Source: an optimization exercise on an open RTL-to-GDS flow (aim: small area). Production flows keep margins and buffers that such runs may drop.
In this exercise RTL edits were held to simulation tests only and were not proved equivalent to the original.
Power and IR drop assume default switching activity.

// RISC_V_pp
module RISC_V_pp (
    input clk,
    input rst_n,
    output [31:0] imem_addr,
    input  [31:0] imem_rdata,
    output [31:0] dmem_addr,
    output [31:0] dmem_wdata,
    output        dmem_we,
    input  [31:0] dmem_rdata
);
    localparam INIT = 3'd0, WIN = 3'd1, ZERO = 3'd2, EXEC = 3'd3,
               ITER = 3'd4, FIN = 3'd5, PCU = 3'd6, MEM = 3'd7;
    reg [2:0]  st;
    reg [4:0]  h;
    reg [31:0] w [0:30];
    reg [31:0] A, B;
    reg [31:1] PCh;
    wire [31:0] PC = {PCh, 1'b0};
    reg [32:0] R;
    reg [4:0]  rdp;
    reg        seenA, seenB, seenW, sgn, zA, taken;
    wire [31:0] ins = imem_rdata;
    wire [4:0] rs1 = ins[19:15];
    wire [4:0] rs2 = ins[24:20];
    wire [4:0] rd  = ins[11:7];
    wire isR   = ~ins[6] &  ins[5] &  ins[4];
    wire isI   = ~ins[6] & ~ins[5] &  ins[4];
    wire isLd  = ~ins[6] & ~ins[5] & ~ins[4] & ins[13];    
    wire isSt  = ~ins[6] &  ins[5] & ~ins[4];
    wire isBr  =  ins[6] & ~ins[2];
    wire isJal =  ins[6] &  ins[2];
  ...
export LEC_CHECK = 0
export CAP_MARGIN = 0
export CORE_MARGIN = 2
export CORE_UTILIZATION = 70
export CTS_BUF_LIST = sky130_fd_sc_hd__clkbuf_8
export CTS_CLUSTER_DIAMETER = 50
export CTS_CLUSTER_SIZE = 20
export SLEW_MARGIN = 0
create_clock -name core_clock -period 150.0 [get_ports {clk}]
standard.sh (not shown) runs the stock make flow with config.mk's settings and CLKGATE_MAP_FILE= SYNTH_SCRIPT=/design/flow/synth_recipe.tcl, a recipe that flattens the netlist after the stock synthesis.
==> flow/flow/run.sh <==
#!/bin/bash
# Standard layout (the standard.sh) with two changes: the port buffers
# use the smallest buffer cell, and CTS inserts no dummy loads.
export BUFFER_PORTS_ARGS="-buffer_cell sky130_fd_sc_hd__buf_1"
export CTS_ARGS="-sink_clustering_enable -repair_clock_nets -buf_list sky130_fd_sc_hd__clkbuf_8 -sink_clustering_size 20 -sink_clustering_max_diameter 50 -dont_use_dummy_load"
bash standard.sh > standard.log 2>&1
The baseline ran to the end with no violations.
==> next run, changes <==
==> flow/flow/run.sh (replaced) <==
#!/bin/bash
# Standard layout (the standard.sh) with two changes: the port buffers
# use the smallest buffer cell, and CTS inserts no dummy loads.
export BUFFER_PORTS_ARGS="-buffer_cell sky130_fd_sc_hd__buf_1"
export CTS_ARGS="-sink_clustering_enable -repair_clock_nets -buf_list sky130_fd_sc_hd__clkbuf_16 -sink_clustering_size 36 -sink_clustering_max_diameter 45 -dont_use_dummy_load"
bash standard.sh > standard.log 2>&1
CAP_MARGIN = 5   (was 0)
CTS_BUF_LIST = sky130_fd_sc_hd__clkbuf_16   (was sky130_fd_sc_hd__clkbuf_8)
CTS_CLUSTER_DIAMETER = 45   (was 50)
CTS_CLUSTER_SIZE = 36   (was 20)
SLEW_MARGIN = 5   (was 0)
Result:
- The new run completed with no timing, DRC or antenna violations
- power climbs by a little under a tenth
- combinational power climbs by a few percent
- design area climbs by a few percent
- routed wire length climbs by roughly a tenth
- first-iteration DRC count climbs by a quarter to a third
- critical path depth does not change
- die area is unchanged
==> next run, changes <==
==> flow/flow/run.sh (replaced) <==
#!/bin/bash
# Standard layout (the standard.sh) with two changes: the port buffers
# use the smallest buffer cell, and CTS inserts no dummy loads.
export BUFFER_PORTS_ARGS="-buffer_cell sky130_fd_sc_hd__buf_1"
export CTS_ARGS="-sink_clustering_enable -repair_clock_nets -buf_list sky130_fd_sc_hd__clkbuf_8 -sink_clustering_size 22 -sink_clustering_max_diameter 50 -dont_use_dummy_load"
bash standard.sh > standard.log 2>&1
CTS_BUF_LIST = sky130_fd_sc_hd__clkbuf_8   (was sky130_fd_sc_hd__clkbuf_16)
CTS_CLUSTER_DIAMETER = 50   (was 45)
CTS_CLUSTER_SIZE = 22   (was 36)
Effect:
- setup slack is worse by 0.011 ns
- cell area came out lower by 2.7%
- area after synthesis is unchanged
- first-iteration DRC count came out lower by 24%
- final cell count stays flat
- routed wire length came out lower by 11%
- flip-flop and latch count is unchanged


RISC_V_pp again, from the RTL that the note above started with.
==> flow/config.mk <==
export PLATFORM = sky130hd
export DESIGN_NAME = RISC_V_pp
export DESIGN_NICKNAME = RISC_V_pp
export VERILOG_FILES = /design/flow/design.v
export SDC_FILE = /design/flow/constraint.sdc
export NUM_CORES = 4
export LEC_CHECK = 0
export CAP_MARGIN = 5
export CORE_MARGIN = 2
export CORE_UTILIZATION = 70
export CTS_BUF_LIST = sky130_fd_sc_hd__clkbuf_8
export CTS_CLUSTER_DIAMETER = 50
export CTS_CLUSTER_SIZE = 20
export GPL_ROUTABILITY_DRIVEN = 0
export GPL_TIMING_DRIVEN = 0
export SLEW_MARGIN = 5
==> flow/constraint.sdc <==
create_clock -name core_clock -period 150.0 [get_ports {clk}]
set_input_delay 30.0000 -clock core_clock [delete_from_list [all_inputs] [get_ports {clk}]]
set_output_delay 30.0000 -clock core_clock [all_outputs]
set_load 0.01 [all_outputs]
==> flow/flow/run.sh <==
#!/bin/bash
# Standard layout (the standard.sh) with two changes: the port buffers
# use the smallest buffer cell, and CTS inserts no dummy loads.
export BUFFER_PORTS_ARGS="-buffer_cell sky130_fd_sc_hd__buf_1"
export CTS_ARGS="-sink_clustering_enable -repair_clock_nets -buf_list sky130_fd_sc_hd__clkbuf_8 -sink_clustering_size 20 -sink_clustering_max_diameter 50 -dont_use_dummy_load"
bash standard.sh > standard.log 2>&1
The starting point produced a clean layout.
Then changed:
Settings changed: CORE_UTILIZATION 70 to 65, GPL_ROUTABILITY_DRIVEN 0 to not set, GPL_TIMING_DRIVEN 0 to not set.
Count of clock-buffer cells in the layout does not change.
Global-route usage shrinks by 2.2 points.
Core utilization is lower by 6.1 points.
Design area went down by 0.59%.
Area after synthesis does not change.
Clock power barely changes.
Power goes down by 0.91%.
Worst setup slack is worse by 110 ps.
Sequential cell count is unchanged.
Then changed:
Settings changed: CORE_UTILIZATION 65 to 70.
The new run finished with timing, DRC and antenna clean.
Power rises by 0.36%.
Synthesized cell count is unchanged.
Sequential share of layout area rises by 0.19 points.
First-iteration DRC count rises by 21%.
Utilization rises by 5.4 points.
Then changed:
--- a/flow/flow/run.sh
+++ b/flow/flow/run.sh
@@ -5 +5 @@
-export CTS_ARGS="-sink_clustering_enable -repair_clock_nets -buf_list sky130_fd_sc_hd__clkbuf_8 -sink_clustering_size 20 -sink_clustering_max_diameter 50 -dont_use_dummy_load"
+export CTS_ARGS="-sink_clustering_enable -repair_clock_nets -buf_list sky130_fd_sc_hd__clkbuf_16 -sink_clustering_size 30 -sink_clustering_max_diameter 40 -dont_use_dummy_load"
Settings changed: CTS_BUF_LIST sky130_fd_sc_hd__clkbuf_8 to sky130_fd_sc_hd__clkbuf_16, CTS_CLUSTER_DIAMETER 50 to 40, CTS_CLUSTER_SIZE 20 to 30.
What happened: Cell area came out higher by 4.2%; wire length rose by 16%; global-route usage rises by 4.8 points; sequential share of layout area is lower by 3.1 points; first-iteration DRC count climbs by 20%; worst setup slack improves by 9.1 ps; total power rises by 14%; synthesized cell count does not change; area after synthesis does not change.
Then changed:
--- a/flow/flow/run.sh
+++ b/flow/flow/run.sh
@@ -5 +5 @@
-export CTS_ARGS="-sink_clustering_enable -repair_clock_nets -buf_list sky130_fd_sc_hd__clkbuf_16 -sink_clustering_size 30 -sink_clustering_max_diameter 40 -dont_use_dummy_load"
+export CTS_ARGS="-sink_clustering_enable -repair_clock_nets -buf_list sky130_fd_sc_hd__clkbuf_8 -sink_clustering_size 16 -sink_clustering_max_diameter 60 -dont_use_dummy_load"
Settings changed: CAP_MARGIN 5 to 20, CTS_BUF_LIST sky130_fd_sc_hd__clkbuf_16 to sky130_fd_sc_hd__clkbuf_8, CTS_CLUSTER_DIAMETER 40 to 60, CTS_CLUSTER_SIZE 30 to 16, SLEW_MARGIN 5 to 20.
What happened: Die area does not change; setup slack stays flat; clock power shrinks by about 36%; clock skew grows by 5.9 ps; fmax hardly moves; critical path depth stays the same; final area shrinks by 3.5%; wire length shrinks by 15%; synthesized area stays the same; global-route usage shrinks by 5.0 points; synthesized cell count does not change.


The RTL this note starts from:
==> flow/design.v <==
module RISC_V_pp (
    input clk,
    input rst_n,
    output [31:0] imem_addr,
    input  [31:0] imem_rdata,
    output [31:0] dmem_addr,
    output [31:0] dmem_wdata,
    output        dmem_we,
    input  [31:0] dmem_rdata
);
    localparam INIT = 3'd0, WIN = 3'd1, ZERO = 3'd2, EXEC = 3'd3,
               ITER = 3'd4, FIN = 3'd5, PCU = 3'd6, MEM = 3'd7;
    reg [2:0]  st;
    reg [4:0]  h;
    reg [31:0] w [0:30];
    reg [31:0] A, B;
    reg [31:1] PCh;
    wire [31:0] PC = {PCh, 1'b0};
    reg [32:0] R;
    reg [4:0]  rdp;
    reg        seenA, seenB, seenW, sgn, zA, taken;
    wire [31:0] ins = imem_rdata;
    wire [4:0] rs1 = ins[19:15];
    wire [4:0] rs2 = ins[24:20];
    wire [4:0] rd  = ins[11:7];
    wire isR   = ~ins[6] &  ins[5] &  ins[4];
    wire isI   = ~ins[6] & ~ins[5] &  ins[4];
    wire isLd  = ~ins[6] & ~ins[5] & ~ins[4] & ins[0];
    wire isSt  = ~ins[6] &  ins[5] & ~ins[4];
    wire isBr  =  ins[6] & ~ins[2];
    wire isJal =  ins[6] &  ins[2];
    wire isM   = isR & ins[25];
    wire isDiv = isM & ins[14];
    wire isAlu = (isR & ~isM) | isI;
    wire use1 = isR | isI | isLd | isSt | isBr;
    wire use2 = isR | isSt | isBr;
    wire z1 = (rs1 == 5'd0);
    wire z2 = (rs2 == 5'd0);
    reg [31:0] imm;
    always @(*) begin
        if (isSt)      imm = {{20{ins[31]}}, ins[31:25], ins[11:7]};
        else if (isBr) imm = {{20{ins[31]}}, ins[7], ins[30:25], ins[11:8], 1'b0};
        else if (isJal) imm = {{12{ins[31]}}, ins[19:12], ins[20], ins[30:21], 1'b0};
        else           imm = {{20{ins[31]}}, ins[31:20]};
    end
    reg [9:0] rom;
    always @(*) begin
        case (h)
            5'd1: rom = 10'd4;    5'd2: rom = 10'd120;  5'd3: rom = 10'd2;
            5'd4: rom = 10'd4;    5'd5: rom = 10'd1;    5'd6: rom = 10'd14;
            5'd7: rom = 10'd4;    5'd8: rom = 10'd24;   5'd9: rom = 10'd12;
            5'd10: rom = 10'd23;  5'd11: rom = 10'd4;   5'd12: rom = 10'd90;
            5'd13: rom = 10'd10;  5'd14: rom = 10'd1000; 5'd15: rom = 10'd30;
            5'd16: rom = 10'd40;  5'd17: rom = 10'd50;  5'd18: rom = 10'd60;
            5'd19: rom = 10'd70;  5'd20: rom = 10'd80;  5'd21: rom = 10'd80;
            5'd22: rom = 10'd90;  5'd23: rom = 10'd70;  5'd24: rom = 10'd60;
            5'd25: rom = 10'd65;  5'd26: rom = 10'd4;   5'd27: rom = 10'd32;
            5'd28: rom = 10'd12;  5'd29: rom = 10'd34;  5'd30: rom = 10'd5;
            default: rom = 10'd10;
        endcase
    end
    wire [31:0] head = w[30];
    wire hitW = (h == rdp) & (st != ITER);    
    wire [31:0] wmux = (st == INIT) ? {22'd0, rom} : (hitW ? R[31:0] : head);
    wire inWin = (st == WIN);
    wire needA = use2 & ~z2;
    wire needB = use1 & ~z1;
    wire hitA = inWin & needA & ~seenA & (h == rs2);
    wire hitB = inWin & needB & ~seenB & (h == rs1);
    wire doneA = ~needA | seenA | hitA;
    wire doneB = ~needB | seenB | hitB;
    wire doneW = (rdp == 5'd0) | seenW | hitW;
    wire negq = sgn & ~zA;
    wire sgnBr = isBr & ~ins[13];
    reg [32:0] X, Yp;
    reg inv, cin;
    always @(*) begin
        X = 33'd0; Yp = 33'd0; inv = 1'b0; cin = 1'b0;
        case (st)
            WIN: begin
                Yp = {1'b0, wmux};
                inv = isDiv & wmux[31]; cin = inv;
            end
            EXEC: begin
                if (isJal) begin
                    X = {1'b0, PC}; Yp = 33'd4;
                end else if (isAlu | isLd | isSt | isBr) begin
                    X = {sgnBr & B[31], B};
                    Yp = (isR | isBr) ? {sgnBr & A[31], A} : {1'b0, imm};
                    inv = (isR & ins[30]) | isBr; cin = inv;
                end
            end
            ITER: begin
                X = {R[31:0], isDiv & B[31]};
                if (isDiv) begin
                    Yp = {1'b0, A}; inv = ~R[32]; cin = inv;
                end else
                    Yp = B[31] ? {1'b0, A} : 33'd0;
            end
            FIN: begin
                X = {1'b0, B}; cin = negq;
            end
            MEM: begin
                Yp = {1'b0, dmem_rdata};
            end
            PCU: begin
                X = {1'b0, PC}; Yp = taken ? {1'b0, imm} : 33'd4;
            end
            default: ;
        endcase
    end
    wire [32:0] Yx = Yp ^ {33{inv}};
    wire [33:0] cy;
    wire [32:0] S;
    assign cy[0] = cin;
    genvar gi;
    generate for (gi = 0; gi < 33; gi = gi + 1) begin : g_add
        assign S[gi] = X[gi] ^ Yx[gi] ^ cy[gi];
        assign cy[gi+1] = (X[gi] & Yx[gi]) | (X[gi] & cy[gi]) | (Yx[gi] & cy[gi]);
    end endgenerate
    wire eqz = (S[31:0] == 32'd0);
    wire brc = ins[14] ? (S[32] ^ ins[12]) : (eqz ^ ins[12]);
    assign imem_addr  = PC;
    assign dmem_addr  = B;
    assign dmem_wdata = A;
    assign dmem_we    = (st == MEM) & isSt;
    integer k;
    always @(posedge clk) begin
        w[0] <= wmux;
        for (k = 1; k < 31; k = k + 1) w[k] <= w[k-1];
    end
    always @(posedge clk or negedge rst_n) begin
        if (!rst_n) begin
            st <= INIT;
            h  <= 5'd1;
        end else begin
            h <= (h == 5'd31) ? 5'd1 : h + 5'd1;
            case (st)
                INIT: if (h == 5'd31) st <= WIN;
                WIN:  if (doneA & doneB & doneW)
                          st <= ((needA | ~use2) & (needB | ~use1)) ? EXEC : ZERO;
                ZERO: st <= EXEC;
                EXEC: st <= isM ? ITER : ((isLd | isSt) ? MEM : PCU);
                MEM:  st <= PCU;
                ITER: if (rdp == 5'd31) st <= FIN;
                FIN:  st <= PCU;
                default: st <= WIN;
            endcase
        end
    end
    always @(posedge clk) begin
        case (st)
            INIT: begin
                PCh <= S[31:1];
                rdp <= 5'd0; seenW <= 1'b0;
                seenA <= 1'b0; seenB <= 1'b0; sgn <= 1'b0; zA <= 1'b1;
            end
            WIN: begin
                if (hitA) begin A <= S[31:0]; zA <= eqz; end
                if (hitB) B <= S[31:0];
                sgn <= sgn ^ (hitA & wmux[31]) ^ (hitB & wmux[31]);
                seenA <= seenA | hitA;
                seenB <= seenB | hitB;
                seenW <= seenW | hitW;
            end
            ZERO: begin
                if (use2 & z2) A <= S[31:0];
                if (use1 & z1) B <= S[31:0];
                seenW <= seenW | hitW;
            end
            EXEC: begin
                taken <= (isBr & brc) | isJal;
                seenW <= 1'b0;
                if (isLd | isSt) B <= S[31:0];
                else if (isAlu & ins[13]) R <= {1'b0, ins[12] ? (X[31:0] & Yp[31:0]) : (X[31:0] | Yp[31:0])};
                else R <= S;
                rdp <= (isAlu | isJal) ? rd : 5'd0;    
            end
            ITER: begin
                rdp <= rdp + 5'd1;
                R <= S;
                B <= {B[30:0], isDiv & (~S[32] ^ negq)};
            end
            MEM: begin
                R <= S;
                rdp <= isLd ? rd : 5'd0;
                seenW <= 1'b0;
            end
            FIN: begin
                if (isDiv) R <= S;
                rdp <= rd; seenW <= 1'b0;
            end
            PCU: begin
                PCh <= S[31:1];
                seenA <= 1'b0; seenB <= 1'b0; sgn <= 1'b0; zA <= 1'b1;
                seenW <= seenW | hitW;
            end
            default: ;
        endcase
    end
endmodule
==> flow/config.mk <==
export PLATFORM = sky130hd
export DESIGN_NAME = RISC_V_pp
export DESIGN_NICKNAME = RISC_V_pp
export VERILOG_FILES = /design/flow/design.v
export SDC_FILE = /design/flow/constraint.sdc
export NUM_CORES = 4
export LEC_CHECK = 0
export CAP_MARGIN = 20
export CORE_MARGIN = 2
export CORE_UTILIZATION = 70
export CTS_BUF_LIST = sky130_fd_sc_hd__clkbuf_8
export CTS_CLUSTER_DIAMETER = 50
export CTS_CLUSTER_SIZE = 20
export SLEW_MARGIN = 20
==> flow/constraint.sdc <==
create_clock -name core_clock -period 150.0 [get_ports {clk}]
set_input_delay 30.0000 -clock core_clock [delete_from_list [all_inputs] [get_ports {clk}]]
set_output_delay 30.0000 -clock core_clock [all_outputs]
set_load 0.01 [all_outputs]
==> flow/flow/run.sh <==
#!/bin/bash
# Standard layout, with the port buffers made from the smallest buffer cell.
cp standard.sh standard.sh.txt 2>/dev/null
export BUFFER_PORTS_ARGS="-buffer_cell sky130_fd_sc_hd__buf_1"
bash standard.sh > standard.log 2>&1
The first run completed without violations.
Change:
- CORE_UTILIZATION: 70 -> 60
- CTS_CLUSTER_DIAMETER: 50 -> 60
- CTS_CLUSTER_SIZE: 20 -> 16
After rerunning: The new run finished with timing, DRC and antenna clean; non-clock buffer count goes down by 2; worst setup slack is better by 0.0074 ns; total power goes up by 0.54%; synthesized cell count does not change; via count goes down by 0.62%; first-iteration DRC count goes down by about 17%; count of clock-buffer cells in the layout goes up by 10; design area goes up by about 0.8%; combinational power stays flat.

-- static timing again, ports no longer ideal --
Ports are ideal in the flow. The routed layouts listed here were re-timed in OpenROAD.
Step 1 assumes that a clkbuf_16 drives the clock port and a buf_2 every other input.
Step 2, shift: input delay + t, output delay - t, t = (earliest + latest rising clock arrival at the registers) / 2. This alone moves slack from input paths to output paths.
a / b / c = ideal ports / drivers / drivers and shift; a / b = the first two.
| run | t (ns) | setup slack, ns | worst setup path after step 2 | worst slew at a driven data input, ns | pins driven straight from the clock port |
|---|---|---|---|---|---|
| the first run of note 1 | 0.666 | 88.785 / 88.759 / 88.759 | input to output | 0.11 | 1 |
| the second run of note 1 | 0.656 | 88.751 / 88.726 / 88.726 | input to output | 0.10 | 1 |
| the third run of note 1 | 0.679 | 88.740 / 88.715 / 88.715 | input to output | 0.10 | 1 |
| the first run of note 2 | 0.698 | 88.844 / 88.794 / 88.794 | input to output | 0.13 | 1 |
| the second run of note 2 | 0.684 | 88.737 / 88.709 / 88.708 | input to output | 0.09 | 1 |
| the third run of note 2 | 0.666 | 88.785 / 88.759 / 88.759 | input to output | 0.11 | 1 |
| the fourth run of note 2 | 0.673 | 88.794 / 88.769 / 88.769 | input to output | 0.11 | 1 |
| the fifth run of note 2 | 0.692 | 88.796 / 88.771 / 88.771 | input to output | 0.10 | 1 |
| the first run of note 3 | 0.720 | 88.877 / 88.801 / 88.801 | input to output | 0.10 | 1 |
| the second run of note 3 | 0.744 | 88.885 / 88.817 / 88.817 | input to output | 0.13 | 1 |
After both steps setup and hold are still met in every run listed. The setup slack of the first run of note 3, which loses most, moves by -0.076 ns with the drivers and by -0.076 ns with both steps.
